Context: an optimization exercise on an open-source flow, tuned for a short achievable clock period and few clock cycles. The choices shown serve that exercise and are no tape-out recipe. The RTL was checked by simulation tests, not by an equivalence proof against the original design. Power figures rest on the tool's default switching activity, not on a simulated workload.

--- config.mk ---
export PLATFORM = sky130hd
export DESIGN_NAME = pipeline_top
export DESIGN_NICKNAME = pipeline_top
export VERILOG_FILES = /design/flow/design.v
export SDC_FILE = /design/flow/constraint.sdc
export NUM_CORES = 4
export LEC_CHECK = 0
export CAP_MARGIN = 20
export CORE_MARGIN = 2
export CORE_UTILIZATION = 40
export SETUP_SLACK_MARGIN = 5
export SLEW_MARGIN = 20
--- constraint.sdc ---
create_clock -name core_clock -period 10.0 [get_ports {clk}]
set_input_delay 2.0000 -clock core_clock [delete_from_list [all_inputs] [get_ports {clk}]]
set_output_delay 2.0000 -clock core_clock [all_outputs]
set_load 0.01 [all_outputs]
--- design.v ---
module pipeline_top(clk,rst,imem_addr,imem_rdata,dmem_addr,dmem_wdata,dmem_wstrb,dmem_rdata);
    input clk,rst;
    output [31:0] imem_addr;
    input [31:0] imem_rdata;
    output [31:0] dmem_addr,dmem_wdata;
    output [3:0] dmem_wstrb;
    input [31:0] dmem_rdata;
    localparam OP_R    = 7'b0110011;
    localparam OP_I    = 7'b0010011;
    localparam OP_L    = 7'b0000011;
    localparam OP_S    = 7'b0100011;
    localparam OP_B    = 7'b1100011;
    localparam OP_JAL  = 7'b1101111;
    localparam OP_JALR = 7'b1100111;
    reg [31:0] pc_f;                         
    reg [31:0] ir_d, pc_d;                   
    reg        v_d, pt_d;
    reg [31:0] a_x, b_x, sd_x;               
    reg [31:0] tgt_x, link_x;                
    reg        v_x, pt_x;
    reg        br_x, jr_x, lk_x, ld_x, st_x, wen_x, sub_x, sra_x;
    reg [2:0]  f3_x, aop_x;
    reg [4:0]  rd_x;
    reg [31:0] res_m, wdata_m;               
    reg [3:0]  wstrb_m;
    reg        wen_m, ld_m;
    reg [2:0]  f3_m;
    reg [4:0]  rd_m;
    reg [31:0] rf [0:31];                    
    wire [31:0] in_f  = imem_rdata;
    wire        f_jal = in_f[6:0] == OP_JAL;
    wire        f_bt  = (in_f[6:0] == OP_B) & (in_f[31] | (in_f[14:12] == 3'b001));
    wire        f_jr0 = (in_f[6:0] == OP_JALR) & (in_f[19:15] == 5'd0);
    wire [31:0] f_tj  = pc_f + {{12{in_f[31]}}, in_f[19:12], in_f[20], in_f[30:21], 1'b0};
    wire [31:0] f_tb  = pc_f + {{20{in_f[31]}}, in_f[7], in_f[30:25], in_f[11:8], 1'b0};
    wire [31:0] f_tr  = {{20{in_f[31]}}, in_f[31:21], 1'b0};
    wire [31:0] f_pc4 = pc_f + 32'd4;
    wire        f_pred = f_jal | f_bt | f_jr0;
    wire [31:0] f_next = f_jal ? f_tj : f_bt ? f_tb : f_jr0 ? f_tr : f_pc4;
    wire [6:0] op  = ir_d[6:0];
    wire [2:0] f3  = ir_d[14:12];
    wire [4:0] rs1 = ir_d[19:15];
    wire [4:0] rs2 = ir_d[24:20];
    wire [4:0] rd  = ir_d[11:7];
    wire d_r   = op == OP_R;
    wire d_i   = op == OP_I;
    wire d_l   = op == OP_L;
    wire d_s   = op == OP_S;
    wire d_b   = op == OP_B;
    wire d_jal = op == OP_JAL;
    wire d_jr  = op == OP_JALR;
    wire d_alu  = d_r | d_i;
    wire d_link = d_jal | d_jr;
    wire [31:0] immI = {{20{ir_d[31]}}, ir_d[31:20]};
    wire [31:0] immS = {{20{ir_d[31]}}, ir_d[31:25], ir_d[11:7]};
    wire [31:0] immB = {{20{ir_d[31]}}, ir_d[7], ir_d[30:25], ir_d[11:8], 1'b0};
    wire [31:0] r1 = (rs1 == 5'd0) ? 32'd0 : rf[rs1];
    wire [31:0] r2 = (rs2 == 5'd0) ? 32'd0 : rf[rs2];
    wire [31:0] res_x;                       
    wire [31:0] res_w;                       
    wire fx1 = wen_x & (rd_x == rs1);
    wire fx2 = wen_x & (rd_x == rs2);
    wire fm1 = wen_m & (rd_m == rs1);
    wire fm2 = wen_m & (rd_m == rs2);
    wire [31:0] o1 = fx1 ? res_x : fm1 ? res_w : r1;
    wire [31:0] o2 = fx2 ? res_x : fm2 ? res_w : r2;
    wire use1  = d_r | d_i | d_l | d_s | d_b | d_jr;
    wire use2  = d_r | d_s | d_b;
    wire stall = v_d & ld_x & ((use1 & fx1) | (use2 & fx2));
    wire [31:0] bsub = sub_x ? ~b_x : b_x;
    wire [32:0] sum  = {1'b0, a_x} + {1'b0, bsub} + {32'd0, sub_x};
    wire        ltu  = ~sum[32];
    wire        lt   = (a_x[31] ^ b_x[31]) ? a_x[31] : ~sum[32];
    wire        eq   = a_x == b_x;
    wire [31:0] sll  = a_x << b_x[4:0];
    wire [31:0] srx  = $signed({sra_x & a_x[31], a_x}) >>> b_x[4:0];
    reg  [31:0] alu;
    always @(*) begin
        case (aop_x)
            3'b000: alu = sum[31:0];
            3'b001: alu = sll;
            3'b010: alu = {31'd0, lt};
            3'b011: alu = {31'd0, ltu};
            3'b100: alu = a_x ^ b_x;
            3'b101: alu = srx;
            3'b110: alu = a_x | b_x;
            default: alu = a_x & b_x;
        endcase
    end
    assign res_x = lk_x ? link_x : alu;
    reg bt;
    always @(*) begin
        case (f3_x)
            3'b000:  bt = eq;
            3'b001:  bt = ~eq;
            3'b100:  bt = lt;
            3'b101:  bt = ~lt;
            3'b110:  bt = ltu;
            3'b111:  bt = ~ltu;
            default: bt = 1'b0;
        endcase
    end
    wire        mis   = v_x & ((br_x & (bt ^ pt_x)) | (jr_x & ~pt_x));
    wire [31:0] x_tgt = jr_x ? {sum[31:1], 1'b0} : bt ? tgt_x : link_x;
    reg [3:0]  st_strb;
    reg [31:0] st_data;
    always @(*) begin
        case (f3_x)
            3'b000: begin st_strb = 4'b0001 << sum[1:0];            st_data = {4{sd_x[7:0]}};  end
            3'b001: begin st_strb = sum[1] ? 4'b1100 : 4'b0011;     st_data = {2{sd_x[15:0]}}; end
            3'b010: begin st_strb = 4'b1111;                        st_data = sd_x;            end
            default: begin st_strb = 4'b0000;                       st_data = sd_x;            end
        endcase
    end
    wire [31:0] ldb = dmem_rdata >> {res_m[1:0], 3'b000};
    wire [31:0] ldh = dmem_rdata >> {res_m[1], 4'b0000};
    reg  [31:0] ldv;
    always @(*) begin
        case (f3_m)
            3'b000:  ldv = {{24{ldb[7]}}, ldb[7:0]};
            3'b001:  ldv = {{16{ldh[15]}}, ldh[15:0]};
            3'b100:  ldv = {24'd0, ldb[7:0]};
            3'b101:  ldv = {16'd0, ldh[15:0]};
            default: ldv = dmem_rdata;
        endcase
    end
    assign res_w = ld_m ? ldv : res_m;
    always @(posedge clk) begin
        if (wen_m)
            rf[rd_m] <= res_w;
    end
    wire go_d = v_d & ~stall & ~mis;         
    always @(posedge clk or negedge rst) begin
        if (rst == 1'b0) begin
            pc_f    <= 32'd0;
            v_d     <= 1'b0;
            v_x     <= 1'b0;
            wen_x   <= 1'b0;
            wen_m   <= 1'b0;
            wstrb_m <= 4'b0000;
        end else begin
            if (mis)
                pc_f <= x_tgt;
            else if (!stall)
                pc_f <= f_next;
            if (mis)
                v_d <= 1'b0;
            else if (!stall)
                v_d <= 1'b1;
            v_x     <= go_d;
            wen_x   <= go_d & (d_alu | d_l | d_link) & (rd != 5'd0);
            wen_m   <= wen_x;
            wstrb_m <= (v_x & st_x) ? st_strb : 4'b0000;
        end
    end
    always @(posedge clk) begin
        if (!stall) begin
            ir_d <= in_f;
            pc_d <= pc_f;
            pt_d <= f_pred;
        end
        a_x    <= o1;
        b_x    <= (d_r | d_b) ? o2 : d_s ? immS : immI;
        sd_x   <= o2;
        tgt_x  <= pc_d + immB;
        link_x <= pc_d + 32'd4;
        pt_x   <= pt_d;
        br_x   <= d_b;
        jr_x   <= d_jr;
        lk_x   <= d_link;
        ld_x   <= d_l;
        st_x   <= d_s;
        sub_x  <= d_b | (d_alu & ((f3 == 3'b010) | (f3 == 3'b011))) | (d_r & ir_d[30] & (f3 == 3'b000));
        sra_x  <= ir_d[30];
        f3_x   <= f3;
        aop_x  <= d_alu ? f3 : 3'b000;
        rd_x   <= rd;
        res_m   <= res_x;
        wdata_m <= st_data;
        ld_m    <= ld_x;
        f3_m    <= f3_x;
        rd_m    <= rd_x;
    end
    assign imem_addr  = pc_f;
    assign dmem_addr  = res_m;
    assign dmem_wdata = wdata_m;
    assign dmem_wstrb = wstrb_m;
endmodule
--- run.sh ---
#!/bin/bash
# synth_recipe.tcl (not shown) runs the flow's synth.tcl, then flattens the netlist and writes it again
# the make line also repeats each setting of config.mk as NAME=value (left out here)
make -C /OpenROAD-flow-scripts/flow DESIGN_CONFIG=/design/flow/config.mk WORK_HOME=/design/flow/orfs CLKGATE_MAP_FILE= SYNTH_SCRIPT=/design/flow/synth_recipe.tcl finish
==> impl_metrics.toml <==
[sta]
setup_viol = 0
final_hold_viol_count = 0
rsz0062_at_grt = "yes"
worst_pin_slew_ns = 1.291
final.setup_skew_ns = 0.04360
fin_crit_sh_pct = 50.44
min_period_ns = 5.044
relSlewSlack_pct = 13.57
max_freq_mhz = 198.2
maxSlewViolCount = 0
setup_tns_ns = 0

[placement]
port_buffers = 165
gp_congestion = 0.9643
hpwl_um = 166200

[clock_network]
tritoncts = "done"
clock_latency_ns = 0.82
cts_inserted_buffers = 150
cts_sinks = 1390
h-tree-depth = 4
cts.clk_slew.worst_paths_ns = 0.06
clk_path_buf_depth = 3
cts-root-buf = "clkbuf_16"

[critical_path]
start_kind = "primary input"
critical_path.max_fanout = 8
r2r-start = "sub_x$_DFF_P_"
regToRegSetupSlack_ns = 5.17
worst_path_most_repeated_cell = "o21ai_0"
r2r_end = "b_x[0]$_DFF_P_"
worstSetupEndpointType = "register"
cpMaxStageDelayCell = "o211ai_1"
path_cells = "clkdlybuf4s50_1 > mux4_2 > nor2b_1 > nor3b_1 > buf_4 > a21oi_1 > o211ai_1 > o21ai_2 > o221ai_1 > o21ai_0 > o21ai_0"
critPathArrivalTime_ns = 5.72
crit_type = "primary input to register"
cp_slowest_stage_delay_ns = 1.02
reg2reg_depth = 13
cp.required_ns = 10.68

[min_path]
hp-class = "register to register"
whs_path_depth = 0
whs_endpoint = "link_x[0]$_DFF_P_"
hold_start = "pc_d[0]$_DFFE_PN_"

[logic_synthesis]
synth-simple-area-share_pct = 5.967
synth_cell_type_count = 85
netlist_top_cells_area = "edfxtp_1 44%, mux4_2 21%, dfxtp_1 7.1%"
avgSynthCellArea_um2 = 14.33
synth_common_cells = "1089 x edfxtp_1, 703 x mux4_2, 362 x nor2_1"
synth_fa_ha_area_share_pct = 3.011
synth_xor_area_share_pct = 2.115
ys_ff_latch = 1390
ys.flop_type = "edfxtp_1"
synth_area_um2 = 73710
synth_seq_area_share_pct = 52.81
synth_top_area_cell = "edfxtp_1"
synth_most_common_cell = "edfxtp_1"
synth_top_area_share_pct = 44.36
synth_top_family_by_area = "multiplexers"
synthCells = 5144
yosys_warnings = 1
muxShareOfSynthArea_pct = 24.26
synth_edf_count = 1089
syn_nets = 5385
synth_compound_area_share_pct = 9.129
ys_async_sr_fraction_pct = 2.878

[route]
route.vias.total = 50030
wirelength_um = 259700
via_per_inst = 6.382
first_iter_violations = 6104
ant_nets = 0
drc = 0
wl_per_cell_um = 33.14
drtPass1Iterations = 7

[global_route]
gr-usage-all-layers_pct = 27.46
overflow = 0
antenna_found_initial = 5
first_global_vias = 49640
grt_max_degree = 111
grt_pass1_wl_um = 366200

[final_layout]
final_core_util_pct = 45.80
fillers = 16030
nNetsFinal = 5489
drive_gt1_share_pct = 23.29
area_delta_synth_final_pct = 13.77

[floorplanning]
dieWidth_um = 433.3
start_util_pct = 40.26
rows = 157
num_io_pins = 166
die_h_um = 433.3
die_area_um2 = 187700
core_area_um2 = 183100

[power]
internal_power_uw = 12300
p_leak_uw = 0.02875
seq_power_share_pct = 42.8
share_clk_of_total_power_pct = 32.1
ir_drop_mv = 0.1909
swShare_pct = 32.53
comb_power_share_pct = 25.1
power.density_nw_per_um2 = 217.4
p_switching_uw = 5929

[job]
drv_cap = 0

[run_status]
outcome = "timing/DRC/antenna clean"
[cell usage in the layout, fill, tap and decap left out, drive strengths merged, types with 81 or more instances in the layout]
master            n
dfxtp           261
nor2            362
mux4            703
edfxtp         1089
o21ai           207
inv             159
nand2           255
buf             136
clkbuf          180
xnor2            86
ha              171
a21o             81
clkdlybuf4s50   164
xor2             92
mux2i           133
a21oi           271
[critical path: cells and delay by family]
kind | cells | cell delay [ns]
buf+inv | 2 | 0.70
mux | 1 | 0.23
simple gates | 2 | 0.55
compound gates | 6 | 2.22
[layer usage]
| metal | GRT usage (%) | part of all wire, % |
|---|---|---|
| met5 | 0 | 0 |
| met3 | 5.280 | 8.5 |
| met1 | 34.37 | 37 |
| met2 | 44.55 | 48 |
| met4 | 15.95 | 6.7 |
[logic make-up after synthesis]
logic type	count (synthesis)
DFF	1390
xor gates and xnor gates	178
and+or+nand+nor	965
muxes	900
adders and majority gates	175
buffers and inverters	506
AOI/OAI and AO/OA	1030
[stage by stage]
step,setup WS [ns],area [um2],total power (uW),cells,hold WS [ns]
global route,4.972,83860,18900,7837,0.3509
detailed placement,4.136,78500,12360,7555,0.3335
finish,4.956,83860,18230,7838,0.3441
global placement,4.137,78490,12330,7554,0.3308
floorplan,5.330,73710,10440,5144,0.3232
CTS,5.013,83720,18180,7833,0.3484
[final cells by class]
type | count | area (um2) | area share [%]
diodes | 2 | 5.005 | 0.005968
inverters | 158 | 613.1 | 0.7311
well taps | 2464 | 3083 | 3.676
clock buffers | 180 | 3991 | 4.760
flip-flops and latches | 1390 | 38970 | 46.48
clock inverters | 96 | 1204 | 1.435
repair buffers | 300 | 2768 | 3.300
multi-input cells | 3248 | 33220 | 39.61
[timing repair]
action	4_1_cts	5_1_grt
buffers inserted	2	3
resized for setup	3	25
hold buffers	0	0
setup endpoints to repair	58	161
pin swaps	1	3
[power by group through the flow]
| stage | clock network (uW) | registers (uW) | logic, uW |
|---|---|---|---|
| final | 5840 | 7810 | 4580 |
| after global routing | 6140 | 7820 | 4930 |
| after CTS | 5910 | 7800 | 4470 |
| after detailed placement | 0 | 7910 | 4450 |
| after global placement | 0 | 7920 | 4410 |
| after floorplan | 0 | 7570 | 2870 |
[flip-flops by register name, summed over array words and instances (netlist names), 4 cells and up, named ones only]
signal	flops
tgt_x	31
wdata_m	32
sd_x	32
pc_d	32
link_x	32
b_x	32
rd_x	5
rd_m	5
pc_f	32
ir_d	32
rf	1024
a_x	32
wstrb_m	4
res_m	32
[how the worst max path moves through the flow]
stage / start / to / slack (ns) / depth (start not counted)
floorplan: dmem_rdata[23] / b_x[29]$_DFF_P_ / 5.33 / 9
global placement: imem_rdata[22] / pc_f[28]$_DFFE_PN0P_ / 4.14 / 12
detailed placement: dmem_rdata[31] / rf[0][13]$_DFFE_PP_ / 4.14 / 9
CTS: dmem_rdata[31] / rf[13][11]$_DFFE_PP_ / 5.01 / 9
global route: imem_rdata[22] / pc_f[22]$_DFFE_PN0P_ / 4.97 / 12
finish: dmem_rdata[23] / b_x[12]$_DFF_P_ / 4.96 / 11
Testbench counts, summed over its fixed seeds: cycles 28,722.

port drivers added, routing unchanged:
In the flow no input, the clock included, has a driving cell. The finished layout below was timed again as built, in two steps.
Step 1 (the two cells are an assumption about what drives the block):
set clk [get_ports {clk}]
set_driving_cell -lib_cell sky130_fd_sc_hd__clkbuf_16 $clk
set_driving_cell -lib_cell sky130_fd_sc_hd__buf_2 [delete_from_list [all_inputs] $clk]
Step 2 moves the port delays by t, midway between the first and last clock arrival at a register: inputs arrive t later, outputs are due t later. That takes back most of the time a late clock gives input paths.
Three values: ideal, step 1, step 2; two values: the first two.
t (ns): 0.887
setup WS [ns]: 4.956 / 5.004 / 4.117
worst hold slack (ns): 0.344 / 0.344 / 0.344
worst setup path after step 2: input to register
worst slew at a driven data input, ns: 0.08
After both steps this run still meets setup and hold. For this run, drivers alone change the setup slack by +0.048 ns; drivers and shift together by -0.839 ns.
